This design comes from an exercise in tuning for small area on the open sky130 flow, not from production work. In this exercise RTL edits were held to simulation tests only and were not proved equivalent to the original. No activity file was given, so power comes from the tool's default toggle rates.

## project
module project (input wrEnable, input [4:0] wrReg, input [4:0] rdReg1, input [4:0] rdReg2, input clk, input [3:0] opCode, input [4:0] shiftAmt, output signed [31:0] result, input selCh, input [31:0] selData);
	wire [31:0] selected;
	wire signed [31:0] rdData1;
	wire signed [31:0] rdData2;
	registerFile regFile1 (wrEnable, wrReg, selected, rdReg1, rdData1, rdReg2, rdData2, clk);
	alu alu1 (rdData1, rdData2, opCode, shiftAmt, result);
	mux m1 (selCh, selData, result, selected);
endmodule
==> module xorG, before the edit <==
module xorG (input a, input b, output y);
	assign y = a ^ b;
endmodule
==> module nandG, before the edit <==
module nandG (input a, input b, output y);
	assign y = ~(a & b);
endmodule
==> module addBK, before the edit <==
module addBK (input [31:0] a, input [31:0] b, input cin, output [31:0] sum, output [31:0] g, output [31:0] p, output [31:0] carry);
	wire [31:0] gn;
	genvar k;
	generate for (k = 0; k < 32; k = k + 1) begin : pg
		nandG gk (.a(a[k]), .b(b[k]), .y(gn[k]));
		xorG pk (.a(a[k]), .b(b[k]), .y(p[k]));
	end endgenerate
	assign g = ~gn;
	wire [31:0] gg [0:9];
	wire [31:0] pp [0:9];
	assign gg[0] = {g[31:1], g[0] | (p[0] & cin)};
	assign pp[0] = p;
	genvar l, i;
	generate
		for (l = 1; l <= 5; l = l + 1) begin : up
			for (i = 0; i < 32; i = i + 1) begin : b
				if (((i + 1) % (1 << l)) == 0) begin : c
					assign gg[l][i] = gg[l-1][i] | (pp[l-1][i] & gg[l-1][i - (1 << (l-1))]);
					assign pp[l][i] = pp[l-1][i] & pp[l-1][i - (1 << (l-1))];
				end else begin : n
					assign gg[l][i] = gg[l-1][i];
					assign pp[l][i] = pp[l-1][i];
				end
			end
		end
		for (l = 6; l <= 9; l = l + 1) begin : dn
			for (i = 0; i < 32; i = i + 1) begin : b
				if (((i + 1) % (2 << (9 - l))) == (1 << (9 - l)) && i > (1 << (9 - l))) begin : c
					assign gg[l][i] = gg[l-1][i] | (pp[l-1][i] & gg[l-1][i - (1 << (9 - l))]);
					assign pp[l][i] = pp[l-1][i] & pp[l-1][i - (1 << (9 - l))];
				end else begin : n
					assign gg[l][i] = gg[l-1][i];
					assign pp[l][i] = pp[l-1][i];
				end
			end
		end
	endgenerate
	assign carry = gg[9];
	wire [31:0] cy = {gg[9][30:0], cin};
	generate for (k = 0; k < 32; k = k + 1) begin : sm
		xorG sk (.a(p[k]), .b(cy[k]), .y(sum[k]));
	end endgenerate
endmodule
==> module cmpOut, before the edit <==
module cmpOut (input base, input lt, input isLt, input gtq, output y);
	assign y = base | (lt ? isLt : gtq);
endmodule
==> module alu, before the edit <==
module alu (input signed [31:0] in1, input signed [31:0] in2, input [3:0] opCode, input [4:0] shiftAmt, output signed [31:0] result);
	wire isArith = (opCode == 4'd0) | (opCode == 4'd1);
	wire sub     = (opCode == 4'd1) | (opCode == 4'd7) | (opCode == 4'd8);
	wire isLogic = (opCode == 4'd2) | (opCode == 4'd3);
	wire isOr    = (opCode == 4'd3);
	wire isShl   = (opCode == 4'd4);
	wire isShr   = (opCode == 4'd5) | (opCode == 4'd6);
	wire isGt    = (opCode == 4'd7);
	wire isLt    = (opCode == 4'd8);
	wire [31:0] sum, g, p, carry;
	addBK add (.a(in1), .b(in2 ^ {32{sub}}), .cin(sub), .sum(sum), .g(g), .p(p), .carry(carry));
	wire c31 = carry[30];
	wire lt  = (in1[31] & ~in2[31]) | (in1[31] & ~c31) | (~in2[31] & ~c31);
	wire eq  = &p;
	wire gtq = isGt & ~eq;
	wire [31:0] sh;
	shifter shr (.in(in1), .rev(isShl), .fill((opCode == 4'd6) & in1[31]), .amt(shiftAmt), .out(sh));
	genvar i;
	generate for (i = 0; i < 32; i = i + 1) begin : outb
		wire base = (isArith & sum[i]) | (isLogic & g[i]) | (isOr & p[i]) | (isShr & sh[i]) | (isShl & sh[31 - i]);
		if (i == 0) begin : b0
			cmpOut c (.base(base), .lt(lt), .isLt(isLt), .gtq(gtq), .y(result[i]));
		end else begin : bn
			assign result[i] = base;
		end
	end endgenerate
endmodule
clock: 10.0 ns
lec_check: 0
cap_margin: 20
core_margin: 2
core_utilization: 40
slew_margin: 20
synth_hierarchical: 1
standard.sh (not shown) runs the stock make flow with config.mk's settings and CLKGATE_MAP_FILE= SYNTH_SCRIPT=/design/flow/synth_recipe.tcl, a recipe that flattens the netlist after the stock synthesis.
==> flow/flow/run.sh <==
#!/bin/bash
# The standard ORFS layout (standard.sh, with the standard synthesis), with
# these changes to how the layout is made:
#  - ports are buffered with buf_2 instead of the delay-cell buffer that
#    buffer_ports picks by default;
#  - clock tree synthesis uses clkbuf_8 for the tree and inserts no dummy
#    loads;
# make's full output goes to flow_make.log here; ORFS writes each step's log
# under orfs/logs/.
set -euo pipefail
bash standard.sh \
  "BUFFER_PORTS_ARGS=-buffer_cell sky130_fd_sc_hd__buf_2" \
  "CTS_ARGS=-sink_clustering_enable -repair_clock_nets -dont_use_dummy_load -buf_list sky130_fd_sc_hd__clkbuf_8 -sink_clustering_size 18 -sink_clustering_max_diameter 60" \
  finish > flow_make.log 2>&1
Change:
--- a/flow/design.v
+++ b/flow/design.v
@@ -1,19 +1,8 @@
-module xorG (input a, input b, output y);
-	assign y = a ^ b;
-endmodule
-module nandG (input a, input b, output y);
-	assign y = ~(a & b);
-endmodule
 module addBK (input [31:0] a, input [31:0] b, input cin, output [31:0] sum, output [31:0] g, output [31:0] p, output [31:0] carry);
-	wire [31:0] gn;
-	genvar k;
-	generate for (k = 0; k < 32; k = k + 1) begin : pg
-		nandG gk (.a(a[k]), .b(b[k]), .y(gn[k]));
-		xorG pk (.a(a[k]), .b(b[k]), .y(p[k]));
-	end endgenerate
-	assign g = ~gn;
+	assign g = a & b;
+	assign p = a ^ b;
 	wire [31:0] gg [0:9];
 	wire [31:0] pp [0:9];
 	assign gg[0] = {g[31:1], g[0] | (p[0] & cin)};
 	assign pp[0] = p;
 	genvar l, i;
@@ -40,14 +29,11 @@
 				end
 			end
 		end
 	endgenerate
 	assign carry = gg[9];
-	wire [31:0] cy = {gg[9][30:0], cin};
-	generate for (k = 0; k < 32; k = k + 1) begin : sm
-		xorG sk (.a(p[k]), .b(cy[k]), .y(sum[k]));
-	end endgenerate
+	assign sum = p ^ {gg[9][30:0], cin};
 endmodule
 module mx2i (input a0, input a1, input s, output y);
 	assign y = ~(s ? a1 : a0);
 endmodule
 module ao21i (input a1, input a2, input b1, output y);
@@ -76,13 +62,10 @@
 	shStage #(8)  s8  (.x(x1), .fill(fill), .s(amt[3]), .y(x2));
 	shStage #(4)  s4  (.x(x2), .fill(fn),   .s(amt[2]), .y(x3));
 	shStage #(2)  s2  (.x(x3), .fill(fill), .s(amt[1]), .y(x4));
 	shStage #(1)  s1  (.x(x4), .fill(fn),   .s(amt[0]), .y(out));
 endmodule
-module cmpOut (input base, input lt, input isLt, input gtq, output y);
-	assign y = base | (lt ? isLt : gtq);
-endmodule
 module alu (input signed [31:0] in1, input signed [31:0] in2, input [3:0] opCode, input [4:0] shiftAmt, output signed [31:0] result);
 	wire isArith = (opCode == 4'd0) | (opCode == 4'd1);
 	wire sub     = (opCode == 4'd1) | (opCode == 4'd7) | (opCode == 4'd8);
 	wire isLogic = (opCode == 4'd2) | (opCode == 4'd3);
 	wire isOr    = (opCode == 4'd3);
@@ -93,18 +76,18 @@
 	wire [31:0] sum, g, p, carry;
 	addBK add (.a(in1), .b(in2 ^ {32{sub}}), .cin(sub), .sum(sum), .g(g), .p(p), .carry(carry));
 	wire c31 = carry[30];
 	wire lt  = (in1[31] & ~in2[31]) | (in1[31] & ~c31) | (~in2[31] & ~c31);
 	wire eq  = &p;
-	wire gtq = isGt & ~eq;
+	wire gt  = ~lt & ~eq;
 	wire [31:0] sh;
 	shifter shr (.in(in1), .rev(isShl), .fill((opCode == 4'd6) & in1[31]), .amt(shiftAmt), .out(sh));
 	genvar i;
 	generate for (i = 0; i < 32; i = i + 1) begin : outb
 		wire base = (isArith & sum[i]) | (isLogic & g[i]) | (isOr & p[i]) | (isShr & sh[i]) | (isShl & sh[31 - i]);
 		if (i == 0) begin : b0
-			cmpOut c (.base(base), .lt(lt), .isLt(isLt), .gtq(gtq), .y(result[i]));
+			assign result[i] = base | (isLt & lt) | (isGt & gt);
 		end else begin : bn
 			assign result[i] = base;
 		end
 	end endgenerate
 endmodule
Effect: Setup slack gains 0.10 ns; clock skew drops by 0.0060 ns; area after synthesis hardly moves; power climbs by 0.95%; sequential share of layout area is about the same; critical path depth climbs by 1; hold slack gains 0.0052 ns; global-route usage climbs by 0.73 points; cell count barely changes; routed wire length climbs by about 2.3%; final area is about the same; first-iteration DRC count climbs by 2.7%; via count stays flat; synthesized cell count barely changes.

==> afterwards: timing with drivers on the ports <==
How much do the figures lean on ideal ports? The routed layouts below were timed once more, with nothing changed but the port constraints. Step 1, drivers: a clkbuf_16 drives clk and a buf_2 each remaining input, both assumed. Step 2 also shifts input and output timing later by t, the mid clock arrival at the registers, as if the neighbouring blocks saw the same clock. Three values: ideal, step 1, step 2; two values: the first two.
| run | t (ns) | setup slack, ns | worst hold slack (ns) | worst setup path at the end |
|---|---|---|---|---|
| the first run | 0.801 | 0.243 / 0.126 / 0.126 | 1.839 / 1.802 / 1.959 | input to output |
| the second run | 0.811 | 0.347 / 0.245 / 0.245 | 1.844 / 1.800 / 2.006 | input to output |
After both steps setup and hold are still met in every run listed. The setup slack of the first run, which loses most, moves by -0.117 ns with the drivers and by -0.117 ns with both steps.
